This design comes from an exercise in tuning for small area and a short achievable clock period on the open sky130 flow, not from production work.
Where RTL was checked, it was by simulation tests only, not by an equivalence proof against the original.

old:
==> module viterbi_data_forward, before the edit <==
module viterbi_data_forward(
    input         clk,
    input         rst,
    input  [7:0]  LLR0,
    input  [7:0]  LLR1,
    input         data_in_v,
    output [63:0] back_info,
    output        back_info_v
);
localparam [63:0] ATAB = {
    2'd3, 2'd2, 2'd3, 2'd2, 2'd0, 2'd1, 2'd0, 2'd1,
    2'd0, 2'd1, 2'd0, 2'd1, 2'd3, 2'd2, 2'd3, 2'd2,
    2'd1, 2'd0, 2'd1, 2'd0, 2'd2, 2'd3, 2'd2, 2'd3,
    2'd2, 2'd3, 2'd2, 2'd3, 2'd1, 2'd0, 2'd1, 2'd0};
wire [9:0] sa = {LLR0[7], LLR0[7], LLR0};
wire [9:0] sb = {LLR1[7], LLR1[7], LLR1};
reg  [7:0] ra, rb;
reg  [8:0] rp;
reg  [9:0] rq, rnq, rpp, rnp;    
reg        v1, v2, clr;
always @(posedge clk) begin
    ra  <= LLR0;
    rb  <= LLR1;
    rp  <= sa[8:0] + sb[8:0] + 9'd256;
    rq  <= sa - sb;
    rnq <= sb - sa;
    rpp <= sa + sb;
    rnp <= -(sa + sb);
    v1  <= data_in_v & ~rst;
    v2  <= v1 & ~rst;
    clr <= rst;
end
wire go   = v1;
wire hold = ~v1 & ~clr;
wire [8:0] bm [0:3];
assign bm[0] = 9'd256;
assign bm[1] = {~ra[7], ra[7], ra[6:0]};
assign bm[2] = {~rb[7], rb[7], rb[6:0]};
assign bm[3] = rp;
wire [9:0] ee [0:3];
assign ee[0] = rnp;
assign ee[1] = rq;
assign ee[2] = rnq;
assign ee[3] = rpp;
wire [11:0] m [0:63];
genvar i;
generate
    for (i = 0; i < 32; i = i + 1) begin : bf
        localparam integer A = ATAB[2*i +: 2];
        localparam integer B = 3 - A;
        viterbi_add_select #(.ZA(A == 0), .ZB(B == 0)) u (
            .clk  (clk),
            .m0   (m[2*i]),
            .m1   (m[2*i+1]),
            .bA   (bm[A]),
            .bB   (bm[B]),
            .eu   (ee[A]),
            .ed   (ee[B]),
            .go   (go),
            .hold (hold),
            .du   (back_info[i]),
            .dd   (back_info[i+32]),
            .mu   (m[i]),
            .md   (m[i+32])
        );
    end
endgenerate
assign back_info_v = v2;
endmodule
Settings: LEC_CHECK=0, CAP_MARGIN=20, CORE_MARGIN=2, CORE_UTILIZATION=40, CTS_BUF_LIST=sky130_fd_sc_hd__clkbuf_8, CTS_CLUSTER_SIZE=30, SETUP_SLACK_MARGIN=1.7, SLEW_MARGIN=20; clock period 5.5 ns.
run.sh (not shown) runs the stock make flow with config.mk's settings and CLKGATE_MAP_FILE= SYNTH_SCRIPT=/design/flow/synth_recipe.tcl, a recipe that flattens the netlist after the stock synthesis.
The inputs of new differ from those of old as listed below.
diff --git a/flow/design.v b/flow/design.v
--- a/flow/design.v
+++ b/flow/design.v
@@ -77,50 +77,66 @@
     2'd0, 2'd1, 2'd0, 2'd1, 2'd3, 2'd2, 2'd3, 2'd2,
     2'd1, 2'd0, 2'd1, 2'd0, 2'd2, 2'd3, 2'd2, 2'd3,
     2'd2, 2'd3, 2'd2, 2'd3, 2'd1, 2'd0, 2'd1, 2'd0};
-wire [9:0] sa = {LLR0[7], LLR0[7], LLR0};
-wire [9:0] sb = {LLR1[7], LLR1[7], LLR1};
-reg  [7:0] ra, rb;
-reg  [8:0] rp;
+wire [8:0] p = {LLR0[7], LLR0} + {LLR1[7], LLR1} + 9'd256;
+reg  [7:0] ra, rb, na, nb;
+reg  [8:0] rp, np;
 reg  [9:0] rq, rnq, rpp, rnp;    
+reg  [9:0] iq, inq, ipp, inp;    
 reg        v1, v2, clr;
 always @(posedge clk) begin
     ra  <= LLR0;
     rb  <= LLR1;
-    rp  <= sa[8:0] + sb[8:0] + 9'd256;
-    rq  <= sa - sb;
-    rnq <= sb - sa;
-    rpp <= sa + sb;
-    rnp <= -(sa + sb);
+    rp  <= p;
+    na  <= ~LLR0;
+    nb  <= ~LLR1;
+    np  <= ~p;
+    rq  <= {LLR0[7], LLR0[7], LLR0} - {LLR1[7], LLR1[7], LLR1};
+    rnq <= {LLR1[7], LLR1[7], LLR1} - {LLR0[7], LLR0[7], LLR0};
+    rpp <= {LLR0[7], LLR0[7], LLR0} + {LLR1[7], LLR1[7], LLR1};
+    rnp <= -({LLR0[7], LLR0[7], LLR0} + {LLR1[7], LLR1[7], LLR1});
+    iq  <= ~({LLR0[7], LLR0[7], LLR0} - {LLR1[7], LLR1[7], LLR1});
+    inq <= ~({LLR1[7], LLR1[7], LLR1} - {LLR0[7], LLR0[7], LLR0});
+    ipp <= ~({LLR0[7], LLR0[7], LLR0} + {LLR1[7], LLR1[7], LLR1});
+    inp <= ~(-({LLR0[7], LLR0[7], LLR0} + {LLR1[7], LLR1[7], LLR1}));
     v1  <= data_in_v & ~rst;
     v2  <= v1 & ~rst;
     clr <= rst;
 end
 wire go   = v1;
 wire hold = ~v1 & ~clr;
-wire [8:0] bm [0:3];
+wire [8:0] bm [0:7];
 assign bm[0] = 9'd256;
 assign bm[1] = {~ra[7], ra[7], ra[6:0]};
 assign bm[2] = {~rb[7], rb[7], rb[6:0]};
 assign bm[3] = rp;
-wire [9:0] ee [0:3];
+assign bm[4] = 9'd256;
+assign bm[5] = ~{~na[7], na[7], na[6:0]};
+assign bm[6] = ~{~nb[7], nb[7], nb[6:0]};
+assign bm[7] = ~np;
+wire [9:0] ee [0:7];
 assign ee[0] = rnp;
 assign ee[1] = rq;
 assign ee[2] = rnq;
 assign ee[3] = rpp;
+assign ee[4] = ~inp;
+assign ee[5] = ~iq;
+assign ee[6] = ~inq;
+assign ee[7] = ~ipp;
 wire [11:0] m [0:63];
 genvar i;
 generate
     for (i = 0; i < 32; i = i + 1) begin : bf
         localparam integer A = ATAB[2*i +: 2];
         localparam integer B = 3 - A;
+        localparam integer C = (i >= 16) ? 4 : 0;    
         viterbi_add_select #(.ZA(A == 0), .ZB(B == 0)) u (
             .clk  (clk),
             .m0   (m[2*i]),
             .m1   (m[2*i+1]),
-            .bA   (bm[A]),
-            .bB   (bm[B]),
-            .eu   (ee[A]),
-            .ed   (ee[B]),
+            .bA   (bm[C+A]),
+            .bB   (bm[C+B]),
+            .eu   (ee[C+A]),
+            .ed   (ee[C+B]),
             .go   (go),
             .hold (hold),
             .du   (back_info[i]),
### Flow results
[new vs old] area added between synthesis and finish: lower in new. new vs old: combined area of the multi-input logic cells down. In the reports for old and new, the smaller synthesized area belongs to old. Maximum frequency ends up higher on new. Compared with old, new shows final core utilization lower by 3.4 points. Between old and new, the flow reports wire length increasing by a few percent. new gives less critical path depth than old did. On new: share of the final layout cell area in sequential cells is 1.6 points higher than what old gave. Against old, new reports a tightest slew margin relative to the limit that is higher.
Only the layout flow was run in old; the RTL was not checked for function there.

re-timing with driven ports:
Ports are ideal in the flow. The routed layouts listed here were re-timed in OpenROAD. Step 1 assumes that a clkbuf_16 drives the clock port and a buf_2 every other input. Step 2 times the ports against the registers' clock, not the clock port: input delays grow and output delays shrink by t, the midpoint of the rising clock arrivals with the driver on. Three values: ideal, step 1, step 2; two values: the first two.
run	shift t [ns]	slack for setup (ns)	worst register clock-pin slew, ns
old	1.109	1.387 / 1.387 / 1.277	0.08 / 0.08
new	1.110	1.703 / 1.703 / 0.781	0.08 / 0.08
After both steps every run listed still meets setup and hold. The setup slack of new, which loses most, moves by 0.000 ns with the drivers and by -0.922 ns with both steps.
